This design comes from an exercise in tuning for small area and a short achievable clock period on the open sky130 flow, not from production work. RTL that was checked went through simulation tests only; none was proved equivalent to the original.

==> 11-10 <==
Design cordic, start of the top module:
module cordic #(
    parameter data_width = 16,
    parameter iterations = 15
    )(
    input clk,
    input reset_n,
    input logic signed [data_width-1:0] angle,
    input logic signed [data_width-1:0] x_i,
    input logic signed [data_width-1:0] y_i,
    output logic signed [data_width-1:0] cos,
    output logic signed [data_width-1:0] sin,
    input valid_in,
    output logic valid_out
    );
clock: 4.0 ns
lec_check: 0
abc_area: 1
cap_margin: 20
core_margin: 2
core_utilization: 40
setup_slack_margin: 1.5
slew_margin: 20
run.sh (not shown) runs the stock make flow with config.mk's settings and CLKGATE_MAP_FILE= SYNTH_SCRIPT=/design/flow/synth_recipe.tcl, a recipe that flattens the netlist after the stock synthesis.
==> 03-02: changes against 11-10 <==
--- a/flow/design.v
+++ b/flow/design.v
@@ -246,16 +246,16 @@
     assign yn2[15] = y1[15] ^ (yn2_cH ? (~yo1[14] & y1[14]) : (yo1[14] & ~y1[14]));
     logic [13:0] zn2;
     logic [14:0] zf2;
     assign zf2 = z1[14] ? z1 + 15'd7596 : z1 - 15'd7596;
     assign zn2 = zf2[13:0];
     logic signed [15:0] x2, y2;
     logic [13:0] z2;
-    always_ff @(posedge clk) begin x2 <= xn2; y2 <= yn2; z2 <= zn2; end
     logic sx2;
+    always_ff @(posedge clk) begin x2 <= xn2; y2 <= yn2; z2 <= zn2; end
     always_ff @(posedge clk) sx2 <= ~zn2[13];
     logic [15:0] xo2, yo2;
     logic signed [15:0] ys2, xs2;
     assign ys2 = y2 >>> 2;
     assign xs2 = x2 >>> 2;
     assign xo2 = ys2 ^ {16{sx2}};
     assign yo2 = xs2 ^ {16{z2[13]}};
@@ -437,16 +437,16 @@
     assign yn3[15] = y2[15] ^ (yn3_cH ? (~yo2[13] & y2[13] & y2[14]) : (yo2[13] & ~y2[13] & ~y2[14]));
     logic [12:0] zn3;
     logic [13:0] zf3;
     assign zf3 = z2[13] ? z2 + 14'd4013 : z2 - 14'd4013;
     assign zn3 = zf3[12:0];
     logic signed [15:0] x3, y3;
     logic [12:0] z3;
-    always_ff @(posedge clk) begin x3 <= xn3; y3 <= yn3; z3 <= zn3; end
     logic sx3;
+    always_ff @(posedge clk) begin x3 <= xn3; y3 <= yn3; z3 <= zn3; end
     always_ff @(posedge clk) sx3 <= ~zn3[12];
     logic [15:0] xo3, yo3;
     logic signed [15:0] ys3, xs3;
     assign ys3 = y3 >>> 3;
     assign xs3 = x3 >>> 3;
     assign xo3 = ys3 ^ {16{sx3}};
     assign yo3 = xs3 ^ {16{z3[12]}};
@@ -616,16 +616,16 @@
     assign yn4[15] = y3[15] ^ (yn4_cH ? (~yo3[12] & y3[12] & y3[13] & y3[14]) : (yo3[12] & ~y3[12] & ~y3[13] & ~y3[14]));
     logic [11:0] zn4;
     logic [12:0] zf4;
     assign zf4 = z3[12] ? z3 + 13'd2037 : z3 - 13'd2037;
     assign zn4 = zf4[11:0];
     logic signed [15:0] x4, y4;
     logic [11:0] z4;
-    always_ff @(posedge clk) begin x4 <= xn4; y4 <= yn4; z4 <= zn4; end
     logic sx4;
+    always_ff @(posedge clk) begin x4 <= xn4; y4 <= yn4; z4 <= zn4; end
     always_ff @(posedge clk) sx4 <= ~zn4[11];
     logic [15:0] xo4, yo4;
     logic signed [15:0] ys4, xs4;
     assign ys4 = y4 >>> 4;
     assign xs4 = x4 >>> 4;
     assign xo4 = ys4 ^ {16{sx4}};
     assign yo4 = xs4 ^ {16{z4[11]}};
@@ -775,16 +775,16 @@
     assign yn5[15] = y4[15] ^ (yn5_cH ? (~yo4[11] & y4[11] & y4[12] & y4[13] & y4[14]) : (yo4[11] & ~y4[11] & ~y4[12] & ~y4[13] & ~y4[14]));
     logic [10:0] zn5;
     logic [11:0] zf5;
     assign zf5 = z4[11] ? z4 + 12'd1021 : z4 - 12'd1021;
     assign zn5 = zf5[10:0];
     logic signed [15:0] x5, y5;
     logic [10:0] z5;
-    always_ff @(posedge clk) begin x5 <= xn5; y5 <= yn5; z5 <= zn5; end
     logic sx5;
+    always_ff @(posedge clk) begin x5 <= xn5; y5 <= yn5; z5 <= zn5; end
     always_ff @(posedge clk) sx5 <= ~zn5[10];
     logic [15:0] xo5, yo5;
     logic signed [15:0] ys5, xs5;
     assign ys5 = y5 >>> 5;
     assign xs5 = x5 >>> 5;
     assign xo5 = ys5 ^ {16{sx5}};
     assign yo5 = xs5 ^ {16{z5[10]}};
@@ -922,16 +922,16 @@
     assign yn6[15] = y5[15] ^ (yn6_cH ? (~yo5[10] & y5[10] & y5[11] & y5[12] & y5[13] & y5[14]) : (yo5[10] & ~y5[10] & ~y5[11] & ~y5[12] & ~y5[13] & ~y5[14]));
     logic [9:0] zn6;
     logic [10:0] zf6;
     assign zf6 = z5[10] ? z5 + 11'd511 : z5 - 11'd511;
     assign zn6 = zf6[9:0];
     logic signed [15:0] x6, y6;
     logic [9:0] z6;
-    always_ff @(posedge clk) begin x6 <= xn6; y6 <= yn6; z6 <= zn6; end
     logic sx6;
+    always_ff @(posedge clk) begin x6 <= xn6; y6 <= yn6; z6 <= zn6; end
     always_ff @(posedge clk) sx6 <= ~zn6[9];
     logic [15:0] xo6, yo6;
     logic signed [15:0] ys6, xs6;
     assign ys6 = y6 >>> 6;
     assign xs6 = x6 >>> 6;
     assign xo6 = ys6 ^ {16{sx6}};
     assign yo6 = xs6 ^ {16{z6[9]}};
@@ -1055,16 +1055,16 @@
     assign yn7[13] = y6[13] ^ (yn7_cH ? (~yo6[9] & y6[9] & y6[10] & y6[11] & y6[12]) : (yo6[9] & ~y6[9] & ~y6[10] & ~y6[11] & ~y6[12]));
     assign yn7[14] = y6[14] ^ (yn7_cH ? (~yo6[9] & y6[9] & y6[10] & y6[11] & y6[12] & y6[13]) : (yo6[9] & ~y6[9] & ~y6[10] & ~y6[11] & ~y6[12] & ~y6[13]));
     assign yn7[15] = y6[15] ^ (yn7_cH ? (~yo6[9] & y6[9] & y6[10] & y6[11] & y6[12] & y6[13] & y6[14]) : (yo6[9] & ~y6[9] & ~y6[10] & ~y6[11] & ~y6[12] & ~y6[13] & ~y6[14]));
     logic [8:0] zn7;
     assign zn7 = {~z6[8], z6[7:0]};
     logic signed [15:0] x7, y7;
     logic [8:0] z7;
-    always_ff @(posedge clk) begin x7 <= xn7; y7 <= yn7; z7 <= zn7; end
     logic sx7;
+    always_ff @(posedge clk) begin x7 <= xn7; y7 <= yn7; z7 <= zn7; end
     always_ff @(posedge clk) sx7 <= ~zn7[8];
     logic [15:0] xo7, yo7;
     logic signed [15:0] ys7, xs7;
     assign ys7 = y7 >>> 7;
     assign xs7 = x7 >>> 7;
     assign xo7 = ys7 ^ {16{sx7}};
     assign yo7 = xs7 ^ {16{z7[8]}};
@@ -1184,16 +1184,16 @@
     assign yn8[13] = y7[13] ^ (yn8_cH ? (~yo7[8] & y7[8] & y7[9] & y7[10] & y7[11] & y7[12]) : (yo7[8] & ~y7[8] & ~y7[9] & ~y7[10] & ~y7[11] & ~y7[12]));
     assign yn8[14] = y7[14] ^ (yn8_cH ? (~yo7[8] & y7[8] & y7[9] & y7[10] & y7[11] & y7[12] & y7[13]) : (yo7[8] & ~y7[8] & ~y7[9] & ~y7[10] & ~y7[11] & ~y7[12] & ~y7[13]));
     assign yn8[15] = y7[15] ^ (yn8_cH ? (~yo7[8] & y7[8] & y7[9] & y7[10] & y7[11] & y7[12] & y7[13] & y7[14]) : (yo7[8] & ~y7[8] & ~y7[9] & ~y7[10] & ~y7[11] & ~y7[12] & ~y7[13] & ~y7[14]));
     logic [7:0] zn8;
     assign zn8 = {~z7[7], z7[6:0]};
     logic signed [15:0] x8, y8;
     logic [7:0] z8;
-    always_ff @(posedge clk) begin x8 <= xn8; y8 <= yn8; z8 <= zn8; end
     logic sx8;
+    always_ff @(posedge clk) begin x8 <= xn8; y8 <= yn8; z8 <= zn8; end
     always_ff @(posedge clk) sx8 <= ~zn8[7];
     logic [15:0] xo8, yo8;
     logic signed [15:0] ys8, xs8;
     assign ys8 = y8 >>> 8;
     assign xs8 = x8 >>> 8;
     assign xo8 = ys8 ^ {16{sx8}};
     assign yo8 = xs8 ^ {16{z8[7]}};
@@ -1293,16 +1293,16 @@
     assign yn9[13] = y8[13] ^ (yn9_cH ? (~yo8[7] & y8[7] & y8[8] & y8[9] & y8[10] & y8[11] & y8[12]) : (yo8[7] & ~y8[7] & ~y8[8] & ~y8[9] & ~y8[10] & ~y8[11] & ~y8[12]));
     assign yn9[14] = y8[14] ^ (yn9_cH ? (~yo8[7] & y8[7] & y8[8] & y8[9] & y8[10] & y8[11] & y8[12] & y8[13]) : (yo8[7] & ~y8[7] & ~y8[8] & ~y8[9] & ~y8[10] & ~y8[11] & ~y8[12] & ~y8[13]));
     assign yn9[15] = y8[15] ^ (yn9_cH ? (~yo8[7] & y8[7] & y8[8] & y8[9] & y8[10] & y8[11] & y8[12] & y8[13] & y8[14]) : (yo8[7] & ~y8[7] & ~y8[8] & ~y8[9] & ~y8[10] & ~y8[11] & ~y8[12] & ~y8[13] & ~y8[14]));
     logic [6:0] zn9;
     assign zn9 = {~z8[6], z8[5:0]};
     logic signed [15:0] x9, y9;
     logic [6:0] z9;
-    always_ff @(posedge clk) begin x9 <= xn9; y9 <= yn9; z9 <= zn9; end
     logic sx9;
+    always_ff @(posedge clk) begin x9 <= xn9; y9 <= yn9; z9 <= zn9; end
     always_ff @(posedge clk) sx9 <= ~zn9[6];
     logic [15:0] xo9, yo9;
     logic signed [15:0] ys9, xs9;
     assign ys9 = y9 >>> 9;
     assign xs9 = x9 >>> 9;
     assign xo9 = ys9 ^ {16{sx9}};
     assign yo9 = xs9 ^ {16{z9[6]}};
@@ -1390,16 +1390,16 @@
     assign yn10[13] = y9[13] ^ (yn10_cH ? (~yo9[6] & y9[6] & y9[7] & y9[8] & y9[9] & y9[10] & y9[11] & y9[12]) : (yo9[6] & ~y9[6] & ~y9[7] & ~y9[8] & ~y9[9] & ~y9[10] & ~y9[11] & ~y9[12]));
     assign yn10[14] = y9[14] ^ (yn10_cH ? (~yo9[6] & y9[6] & y9[7] & y9[8] & y9[9] & y9[10] & y9[11] & y9[12] & y9[13]) : (yo9[6] & ~y9[6] & ~y9[7] & ~y9[8] & ~y9[9] & ~y9[10] & ~y9[11] & ~y9[12] & ~y9[13]));
     assign yn10[15] = y9[15] ^ (yn10_cH ? (~yo9[6] & y9[6] & y9[7] & y9[8] & y9[9] & y9[10] & y9[11] & y9[12] & y9[13] & y9[14]) : (yo9[6] & ~y9[6] & ~y9[7] & ~y9[8] & ~y9[9] & ~y9[10] & ~y9[11] & ~y9[12] & ~y9[13] & ~y9[14]));
     logic [5:0] zn10;
     assign zn10 = {~z9[5], z9[4:0]};
     logic signed [15:0] x10, y10;
     logic [5:0] z10;
-    always_ff @(posedge clk) begin x10 <= xn10; y10 <= yn10; z10 <= zn10; end
     logic sx10;
+    always_ff @(posedge clk) begin x10 <= xn10; y10 <= yn10; z10 <= zn10; end
     always_ff @(posedge clk) sx10 <= ~zn10[5];
     logic [15:0] xo10, yo10;
     logic signed [15:0] ys10, xs10;
     assign ys10 = y10 >>> 10;
     assign xs10 = x10 >>> 10;
     assign xo10 = ys10 ^ {16{sx10}};
     assign yo10 = xs10 ^ {16{z10[5]}};
@@ -1475,16 +1475,16 @@
     assign yn11[13] = y10[13] ^ (yn11_cH ? (~yo10[5] & y10[5] & y10[6] & y10[7] & y10[8] & y10[9] & y10[10] & y10[11] & y10[12]) : (yo10[5] & ~y10[5] & ~y10[6] & ~y10[7] & ~y10[8] & ~y10[9] & ~y10[10] & ~y10[11] & ~y10[12]));
     assign yn11[14] = y10[14] ^ (yn11_cH ? (~yo10[5] & y10[5] & y10[6] & y10[7] & y10[8] & y10[9] & y10[10] & y10[11] & y10[12] & y10[13]) : (yo10[5] & ~y10[5] & ~y10[6] & ~y10[7] & ~y10[8] & ~y10[9] & ~y10[10] & ~y10[11] & ~y10[12] & ~y10[13]));
     assign yn11[15] = y10[15] ^ (yn11_cH ? (~yo10[5] & y10[5] & y10[6] & y10[7] & y10[8] & y10[9] & y10[10] & y10[11] & y10[12] & y10[13] & y10[14]) : (yo10[5] & ~y10[5] & ~y10[6] & ~y10[7] & ~y10[8] & ~y10[9] & ~y10[10] & ~y10[11] & ~y10[12] & ~y10[13] & ~y10[14]));
     logic [4:0] zn11;
     assign zn11 = {~z10[4], z10[3:0]};
     logic signed [15:0] x11, y11;
     logic [4:0] z11;
-    always_ff @(posedge clk) begin x11 <= xn11; y11 <= yn11; z11 <= zn11; end
     logic sx11;
+    always_ff @(posedge clk) begin x11 <= xn11; y11 <= yn11; z11 <= zn11; end
     always_ff @(posedge clk) sx11 <= ~zn11[4];
     logic [15:0] xo11, yo11;
     logic signed [15:0] ys11, xs11;
     assign ys11 = y11 >>> 11;
     assign xs11 = x11 >>> 11;
     assign xo11 = ys11 ^ {16{sx11}};
     assign yo11 = xs11 ^ {16{z11[4]}};
@@ -1556,16 +1556,16 @@
     assign yn12[13] = y11[13] ^ (yn12_cH ? (~yo11[4] & y11[4] & y11[5] & y11[6] & y11[7] & y11[8] & y11[9] & y11[10] & y11[11] & y11[12]) : (yo11[4] & ~y11[4] & ~y11[5] & ~y11[6] & ~y11[7] & ~y11[8] & ~y11[9] & ~y11[10] & ~y11[11] & ~y11[12]));
     assign yn12[14] = y11[14] ^ (yn12_cH ? (~yo11[4] & y11[4] & y11[5] & y11[6] & y11[7] & y11[8] & y11[9] & y11[10] & y11[11] & y11[12] & y11[13]) : (yo11[4] & ~y11[4] & ~y11[5] & ~y11[6] & ~y11[7] & ~y11[8] & ~y11[9] & ~y11[10] & ~y11[11] & ~y11[12] & ~y11[13]));
     assign yn12[15] = y11[15] ^ (yn12_cH ? (~yo11[4] & y11[4] & y11[5] & y11[6] & y11[7] & y11[8] & y11[9] & y11[10] & y11[11] & y11[12] & y11[13] & y11[14]) : (yo11[4] & ~y11[4] & ~y11[5] & ~y11[6] & ~y11[7] & ~y11[8] & ~y11[9] & ~y11[10] & ~y11[11] & ~y11[12] & ~y11[13] & ~y11[14]));
     logic [3:0] zn12;
     assign zn12 = {~z11[3], z11[2:0]};
     logic signed [15:0] x12, y12;
     logic [3:0] z12;
-    always_ff @(posedge clk) begin x12 <= xn12; y12 <= yn12; z12 <= zn12; end
     logic sx12;
+    always_ff @(posedge clk) begin x12 <= xn12; y12 <= yn12; z12 <= zn12; end
     always_ff @(posedge clk) sx12 <= ~zn12[3];
     logic [15:0] xo12, yo12;
     logic signed [15:0] ys12, xs12;
     assign ys12 = y12 >>> 12;
     assign xs12 = x12 >>> 12;
     assign xo12 = ys12 ^ {16{sx12}};
     assign yo12 = xs12 ^ {16{z12[3]}};
@@ -1625,16 +1625,16 @@
     assign yn13[13] = y12[13] ^ (yn13_cH ? (~yo12[3] & y12[3] & y12[4] & y12[5] & y12[6] & y12[7] & y12[8] & y12[9] & y12[10] & y12[11] & y12[12]) : (yo12[3] & ~y12[3] & ~y12[4] & ~y12[5] & ~y12[6] & ~y12[7] & ~y12[8] & ~y12[9] & ~y12[10] & ~y12[11] & ~y12[12]));
     assign yn13[14] = y12[14] ^ (yn13_cH ? (~yo12[3] & y12[3] & y12[4] & y12[5] & y12[6] & y12[7] & y12[8] & y12[9] & y12[10] & y12[11] & y12[12] & y12[13]) : (yo12[3] & ~y12[3] & ~y12[4] & ~y12[5] & ~y12[6] & ~y12[7] & ~y12[8] & ~y12[9] & ~y12[10] & ~y12[11] & ~y12[12] & ~y12[13]));
     assign yn13[15] = y12[15] ^ (yn13_cH ? (~yo12[3] & y12[3] & y12[4] & y12[5] & y12[6] & y12[7] & y12[8] & y12[9] & y12[10] & y12[11] & y12[12] & y12[13] & y12[14]) : (yo12[3] & ~y12[3] & ~y12[4] & ~y12[5] & ~y12[6] & ~y12[7] & ~y12[8] & ~y12[9] & ~y12[10] & ~y12[11] & ~y12[12] & ~y12[13] & ~y12[14]));
     logic [2:0] zn13;
     assign zn13 = {~z12[2], z12[1:0]};
     logic signed [15:0] x13, y13;
     logic [2:0] z13;
-    always_ff @(posedge clk) begin x13 <= xn13; y13 <= yn13; z13 <= zn13; end
     logic sx13;
+    always_ff @(posedge clk) begin x13 <= xn13; y13 <= yn13; z13 <= zn13; end
     always_ff @(posedge clk) sx13 <= ~zn13[2];
     logic [15:0] xo13, yo13;
     logic signed [15:0] ys13, xs13;
     assign ys13 = y13 >>> 13;
     assign xs13 = x13 >>> 13;
     assign xo13 = ys13 ^ {16{sx13}};
     assign yo13 = xs13 ^ {16{z13[2]}};
@@ -1690,16 +1690,16 @@
     assign yn14[13] = y13[13] ^ (yn14_cH ? (~yo13[2] & y13[2] & y13[3] & y13[4] & y13[5] & y13[6] & y13[7] & y13[8] & y13[9] & y13[10] & y13[11] & y13[12]) : (yo13[2] & ~y13[2] & ~y13[3] & ~y13[4] & ~y13[5] & ~y13[6] & ~y13[7] & ~y13[8] & ~y13[9] & ~y13[10] & ~y13[11] & ~y13[12]));
     assign yn14[14] = y13[14] ^ (yn14_cH ? (~yo13[2] & y13[2] & y13[3] & y13[4] & y13[5] & y13[6] & y13[7] & y13[8] & y13[9] & y13[10] & y13[11] & y13[12] & y13[13]) : (yo13[2] & ~y13[2] & ~y13[3] & ~y13[4] & ~y13[5] & ~y13[6] & ~y13[7] & ~y13[8] & ~y13[9] & ~y13[10] & ~y13[11] & ~y13[12] & ~y13[13]));
     assign yn14[15] = y13[15] ^ (yn14_cH ? (~yo13[2] & y13[2] & y13[3] & y13[4] & y13[5] & y13[6] & y13[7] & y13[8] & y13[9] & y13[10] & y13[11] & y13[12] & y13[13] & y13[14]) : (yo13[2] & ~y13[2] & ~y13[3] & ~y13[4] & ~y13[5] & ~y13[6] & ~y13[7] & ~y13[8] & ~y13[9] & ~y13[10] & ~y13[11] & ~y13[12] & ~y13[13] & ~y13[14]));
     logic [1:0] zn14;
     assign zn14 = {~z13[1], z13[0:0]};
     logic signed [15:0] x14, y14;
     logic [1:0] z14;
-    always_ff @(posedge clk) begin x14 <= xn14; y14 <= yn14; z14 <= zn14; end
     logic sx14;
+    always_ff @(posedge clk) begin x14 <= xn14; y14 <= yn14; z14 <= zn14; end
     always_ff @(posedge clk) sx14 <= ~zn14[1];
     logic [15:0] xo14, yo14;
     logic signed [15:0] ys14, xs14;
     assign ys14 = y14 >>> 14;
     assign xs14 = x14 >>> 14;
     assign xo14 = ys14 ^ {16{sx14}};
     assign yo14 = xs14 ^ {16{z14[1]}};
==> flow/flow/run.sh (new file) <==
#!/bin/bash
# Standard ORFS layout, except that synthesis does not extract full/half adder cells
# (ADDER_MAP_FILE empty), so ABC maps all arithmetic to plain gates.
set -euo pipefail
bash standard.sh ADDER_MAP_FILE= finish > make_finish.log 2>&1
==> flow/standard.sh (new file) <==
#!/bin/bash
# synth_recipe.tcl (not shown) runs the flow's synth.tcl, then flattens the netlist and writes it again
# the make line also repeats each setting of config.mk as NAME=value (left out here)
make -C /OpenROAD-flow-scripts/flow DESIGN_CONFIG=/design/flow/config.mk WORK_HOME=/design/flow/orfs CLKGATE_MAP_FILE= SYNTH_SCRIPT=/design/flow/synth_recipe.tcl "${@:-finish}"
--- a/flow/config.mk
+++ b/flow/config.mk
@@ -5,9 +5,9 @@
 export SDC_FILE = /design/flow/constraint.sdc
 export NUM_CORES = 4
 export LEC_CHECK = 0
 export ABC_AREA = 1
 export CAP_MARGIN = 20
 export CORE_MARGIN = 2
 export CORE_UTILIZATION = 40
-export SETUP_SLACK_MARGIN = 1.5
+export SETUP_SLACK_MARGIN = 2.0
 export SLEW_MARGIN = 20
removed: flow/run.sh
==> comparison <==
- Final area: 03-02 is higher than 11-10 (13%).
- Critical path depth: 11-10 is higher than 03-02 (4).
- Of 03-02 and 11-10, 03-02 has the higher non-clock buffer count (gap 135).
- Between 03-02 and 11-10, the lower count of clock-buffer cells in the layout is in 11-10 (gap 5).
- Of 11-10 and 03-02, 03-02 has the higher via count (gap 23%, measured against 03-02).
- In sequential cell count, 03-02 and 11-10 do not differ.
- Against 11-10, the register-to-register slack of 03-02 is higher by 610 ps.
- Against 03-02, the synthesized cell count of 11-10 is smaller by about 22%.
For 11-10, only the layout was checked, not whether the RTL still works.

-- separate check: timing with driven ports --
In the flow no input, the clock included, has a driving cell. The finished layouts below were timed again as built, in two steps. Step 1 assumes that a clkbuf_16 drives the clock port and a buf_2 every other input. Step 2 times the ports against the registers' clock, not the clock port: input delays grow and output delays shrink by t, the midpoint of the rising clock arrivals with the driver on. Three values: ideal, step 1, step 2; two values: the first two.
run | t (ns) | setup slack, ns | worst hold slack (ns)
11-10 | 0.661 | 1.309 / 1.309 / 0.912 | 0.321 / 0.321 / 0.321
03-02 | 0.694 | 1.919 / 1.919 / 1.395 | 0.307 / 0.307 / 0.307
After both steps setup and hold are still met in every run listed. For 03-02, which loses most, drivers alone change the setup slack by 0.000 ns; drivers and shift together by -0.524 ns.
